From an optimization exercise on the open Yosys and OpenROAD flow, aimed at small area and a short achievable clock period; shortcuts taken in it are not production practice. Function was checked by simulation only, so behaviour that the tests miss may differ from the original.

<file path="design/flow/design.v">
module day1_solver #(
    parameter W = 8
) (
    input wire clk,
    input wire reset,
    input wire valid_in,
    input wire [W*17-1:0] flat_data,  
    input wire [W-1:0] valid_mask,  
    output reg [31:0] part1_count,
    output reg [31:0] part2_count
);
    wire [16:0] items [0:W-1];
    genvar i;
    generate
        for (i=0; i<W; i=i+1) begin : unpack
            assign items[i] = flat_data[i*17 +: 17];
        end
    endgenerate
    reg [6:0] current_pos;  
    localparam OFFSET = 1100000;
    function [20:0] div100;
        input [31:0] x;
        begin
            div100 = x[20:0] / 21'd100;
        end
    endfunction
    function [6:0] mod100;
        input [31:0] x;
        begin
            mod100 = x[20:0] % 21'd100;
        end
    endfunction
    reg signed [31:0] displacements [0:W-1];
    integer j;
    always @(*) begin
        for (j=0; j<W; j=j+1) begin
            if (items[j][16]) begin  
                displacements[j] = {16'b0, items[j][15:0]};
            end else begin  
                displacements[j] = -{16'b0, items[j][15:0]};
            end
        end
    end
    reg signed [31:0] prefix_disp [0:W-1];
    always @(*) begin
        prefix_disp[0] = displacements[0];
        for (j=1; j<W; j=j+1) begin
            prefix_disp[j] = prefix_disp[j-1] + displacements[j];
        end
    end
    reg [4:0] batch_zeros;
    reg signed [31:0] batch_wraps;
    reg signed [31:0] abs_pos;
    reg signed [31:0] start_pos_ext;
    reg signed [31:0] prev_offset_sum;  
    reg signed [31:0] step_target;
    always @(*) begin
        batch_zeros = 0;
        start_pos_ext = current_pos;  
        for (j=0; j<W; j=j+1) begin
            step_target = start_pos_ext + prefix_disp[j];
            if (mod100(step_target + OFFSET) == 0) begin
                batch_zeros = batch_zeros + 1;
            end
        end
    end
    reg signed [31:0] p2_start;
    reg signed [31:0] p2_end;
    reg signed [31:0] dist_val;
    reg dir_right;
    always @(*) begin
        batch_wraps = 0;
        for (j=0; j<W; j=j+1) begin
             if (j == 0) p2_start = current_pos;
             else p2_start = current_pos + prefix_disp[j-1];
             p2_end = current_pos + prefix_disp[j];
             dist_val = displacements[j];  
             if (dist_val >= 0) begin  
                 batch_wraps = batch_wraps + ( div100(p2_end + OFFSET) - div100(p2_start + OFFSET) );
             end else begin  
                 batch_wraps = batch_wraps + ( div100(p2_start - 1 + OFFSET) - div100(p2_end - 1 + OFFSET) );
             end
        end
    end
    reg signed [31:0] next_target;
    always @(*) begin
        next_target = current_pos + prefix_disp[W-1];
    end
    always @(posedge clk or posedge reset) begin
        if (reset) begin
            current_pos <= 50;
            part1_count <= 0;
            part2_count <= 0;
        end else if (valid_in) begin
            part1_count <= part1_count + batch_zeros;
            part2_count <= part2_count + batch_wraps;
            current_pos <= mod100(next_target + OFFSET);
        end
    end
endmodule
</file>
<file path="design/flow/run.sh">
#!/bin/bash
# synth_recipe.tcl (not shown) runs the flow's synth.tcl, then flattens the netlist and writes it again
# the make line also repeats each setting of config.mk as NAME=value (left out here)
make -C /OpenROAD-flow-scripts/flow DESIGN_CONFIG=/design/flow/config.mk WORK_HOME=/design/flow/orfs CLKGATE_MAP_FILE= SYNTH_SCRIPT=/design/flow/synth_recipe.tcl finish
</file>
<file path="design/flow/config.mk">
export PLATFORM = sky130hd
export DESIGN_NAME = day1_solver
export DESIGN_NICKNAME = day1_solver
export VERILOG_FILES = /design/flow/design.v
export SDC_FILE = /design/flow/constraint.sdc
export NUM_CORES = 4
export LEC_CHECK = 0
export CAP_MARGIN = 20
export CORE_MARGIN = 2
export CORE_UTILIZATION = 40
export SLEW_MARGIN = 20
</file>
<file path="design/flow/constraint.sdc">
create_clock -name core_clock -period 50.0 [get_ports {clk}]
set_input_delay 10.0000 -clock core_clock [delete_from_list [all_inputs] [get_ports {clk}]]
set_output_delay 10.0000 -clock core_clock [all_outputs]
set_load 0.01 [all_outputs]
</file>
==> summary.txt <==
area of the multi-input gates=between 0.1 and 0.15 sq mm; slowest CP cell=xnor2_1; sum of negative setup slack=0 ps; RSZ-0062 raised after global routing=false; Simple-Gate Fraction of Synth Area=0.2618; std cell rows=202; Max-slew headroom=0.2041; Final GP Congestion=just under 1; Yosys top cell area share=0.09087; XOR/XNOR share of the synthesized area=0.1255; fin. max-slew vios=0; post-route antenna net violation count=0; Synth-to-Final Area Change=5.437%; Worst Hold Class=reg -> reg; share of layout cells above drive strength 1=0.06077; fin nets=18,870; Worst-path clk slew=70 ps; vias=140,800; fmax=21.54 MHz; Finish-stage setup viols=0; Critical Path Start=flat_data[0]; Post-Syn Area per Cell=6.779 sq um; storage element area=0.001785 sq mm; register bit count reported by yosys=between 70 and 80; Post-CTS Hold Buffers=0; largest family of logic cells by synthesized area=compound AO/OA/AOI/OAI gates; initial cell density of the core=0.4011; fin crit period=between 40,000 and 50,000 ps; Synth Flop Type=dfrtp_1; number of CTS-inserted buffers=9; Setup Fix Bufs, Post-CTS=0; quantity of gates resized following cts=0; Initial DRC Count=13,960; ranking of synthesized cells by area=xnor2_1, ha_1, a21oi_1; Syn Inst Count=17,870; area leader, netlist=xnor2_1; max-cap viol count=0; wirelength, routed=approximately 440 mm; FILL cells=31,710; Synth Area in Compound Gates=0.4048; Die W=554.4 um; Synthesis Warnings=3; total core area=0.3020 sq mm; WP data required=50,240 ps; deepest clock path buffer count=2; Seq/Total Area, Yosys=0.01470; CTS root buf=clkbuf_16; run status=finished clean; PortBufs=about 200; worst path arrival time=46,670 ps; grt ovf=0; later-pin clock latency in the skew report=360 ps; mux share of post-synthesis cell area=0.03716; Final Hold Viols=0; Die Y=554.4 um; IO Count=about 210; Worst Path Max Fanout=15; Worst Setup Path Type=in -> reg; CTS tree=done; crit share post-route=0.9285; DPL Wire Length=362.9 mm; total global-route track usage=0.2676; first-pass GRT wire length=683.5 mm; Via density=6.469; Startpoint Class=input pin; Post-Syn Area=0.1212 sq mm; largest net degree at the start of global routing=52; Post-Synth Adder-Cell Area=0.1083; CP max stage delay=890 ps; Post-synth EDFFs=0; # H-tree levels=3; HP Start=part1_count[31]$_DFFE_PP0P_; clock sinks=71; die area=between 0.3 and 0.4 sq mm; worst slew pin tran=1191 ps; DR pass1 iterations=12; nature of the critical path endpoint=flip-flop; FF-to-FF Start=current_pos[1]$_DFFE_PP1P_; initial antenna violation count=18; clk_skew=10.99 ps; asr flop ratio synth=1.000; number of global-route vias before repair=approximately 120k; DR DRC count=0; DR WL/cell=20.30 um; Yosys cell types=166
## placed cells by master (no fill, tap or decap), types with 171 or more instances in the layout
cell type | Yosys | final
inv_1 | 920 | 913
nand2_1 | 1328 | 1328
or2_2 | 195 | 195
xor2_1 | 376 | 376
clkdlybuf4s50_1 | 0 | 201
nor2_1 | 1538 | 1535
mux2_2 | 175 | 175
mux2i_1 | 242 | 241
a21oi_1 | 1407 | 1407
o21ai_0 | 1084 | 1084
nor4_1 | 171 | 171
o31ai_1 | 201 | 200
xnor2_1 | 1257 | 1254
nand2b_1 | 260 | 260
nor3_1 | 633 | 632
and3_1 | 175 | 175
nand3_1 | 554 | 554
nand4_1 | 192 | 192
and2_1 | 408 | 408
a211oi_1 | 333 | 330
a21o_1 | 287 | 287
o21a_1 | 245 | 245
a31oi_1 | 336 | 336
or3_1 | 255 | 255
o21bai_1 | 273 | 273
o211ai_1 | 331 | 331
ha_1 | 858 | 858
## path summary, 6_finish.rpt
kind                                          endpoint  slack [ps]  cells past startpoint
min in group asynchronous  part1_count[31]$_DFFE_PP0P_        9930                      2
max reg2reg                part2_count[31]$_DFFE_PP0P_       20450                    109
min                        part1_count[31]$_DFFE_PP0P_         480                      1
min reg2reg                part1_count[31]$_DFFE_PP0P_         480                      1
max                        part2_count[31]$_DFFE_PP0P_        3570                    128
max in group asynchronous   current_pos[3]$_DFFE_PP0P_       38950                      3
## synthesized netlist by cell type (79+ instances only)
library cell and number:
a31oi_1 336, or2_2 195, a2111oi_0 79, nand3_1 554, or4_1 82, ha_1 858, a22o_1 97, a211oi_1 333
o211a_1 86, clkbuf_1 316, mux2i_1 242, a21oi_1 1407, fa_1 80, nor2_1 1538, o2111ai_1 89, a211o_1 138
and3_1 175, a21o_1 287, o21ai_1 119, inv_1 920, a22oi_1 102, o31a_1 100, o21bai_1 273, o21ai_0 1084
xnor2_1 1257, nand4_1 192, nand2_1 1328, o211ai_1 331, nor2b_1 114, o21a_1 245, nor4_1 171, or3_1 255
nor3_1 633, o31ai_1 201, o41ai_1 95, a31o_2 94, xor2_1 376, a311oi_1 98, o22ai_1 165, mux2_2 175
a221oi_1 88, and2_1 408, nand2b_1 260
## cell type report
class,instances,area share
multi-input cells,16360,0.8904
well taps,3978,0.03896
inverters,981,0.02884
repair buffers,361,0.02511
flip-flops and latches,71,0.01398
clock buffers,9,0.001763
clock inverters,7,0.0007542
diodes,9,0.0001763
## per-stage QoR
step | instances | area [sq um] | setup WS [ps] | hold slack (ps) | utilization
2_1_floorplan | 17880 | 121200 | 10530 | 507.0 | -
3_5_place_dp | 21750 | 127400 | 4085 | 476.7 | 0.4217
6_report | 21770 | 127700 | 3575 | 482.8 | 0.4229
5_1_grt | 21770 | 127700 | 520.8 | 497.3 | 0.4229
4_1_cts | 21760 | 127700 | 4313 | 489.9 | 0.4227
3_3_place_gp | 21750 | 127400 | 4194 | 463.6 | 0.4217
## critical path, delay by kind of cell
kind                       cells  cell delay, ps
muxes                          1             380
AOI/OAI and AO/OA             60           17260
buffers and inverters          9            2420
adders and majority gates     11            4450
and+or+nand+nor               34            6280
xor gates and xnor gates      13            5850
## per-layer routing
metal  vias to the layer above  GRT usage  share of wire
met5                         -          0        0.00030
met4                        20     0.1020          0.042
met3                       582    0.02773          0.075
met2                      5196     0.4197           0.43
met1                     66430     0.3733           0.45
li1                      68620          -              -
## kinds of logic after synthesis
| group | after synthesis |
|---|---|
| other | 2 |
| DFF | 71 |
| muxes | 425 |
| buffers and inverters | 1451 |
| xor gates and xnor gates | 1680 |
| adders and majority gates | 1016 |
| and+or+nand+nor | 6287 |
| AOI/OAI and AO/OA | 6939 |
## flip-flops by register name, summed over array words and instances (netlist names)
register     flops
part1_count     32
part2_count     32
current_pos      7

==> re-timing with driven ports <==
No port has a modelled driver above. Below, the same layout with a new extraction and two added sets of constraints. Step 1 assumes that a clkbuf_16 drives the clock port and a buf_2 every other input. Step 2 moves the port delays by t, midway between the first and last clock arrival at a register: inputs arrive t later, outputs are due t later. That takes back most of the time a late clock gives input paths. Three values: no drivers, after step 1, after step 2; two values: the first two.
t, ns: 0.409
setup slack, ns: 3.575 / 3.570 / 3.161
hold WS [ns]: 0.483 / 0.483 / 0.483
latest minus earliest clock arrival (ns): 0.012 / 0.012
worst slew at a driven data input, ns: 0.21
After both steps this run still meets setup and hold. The setup slack of this run moves by -0.005 ns with the drivers and by -0.414 ns with both steps.
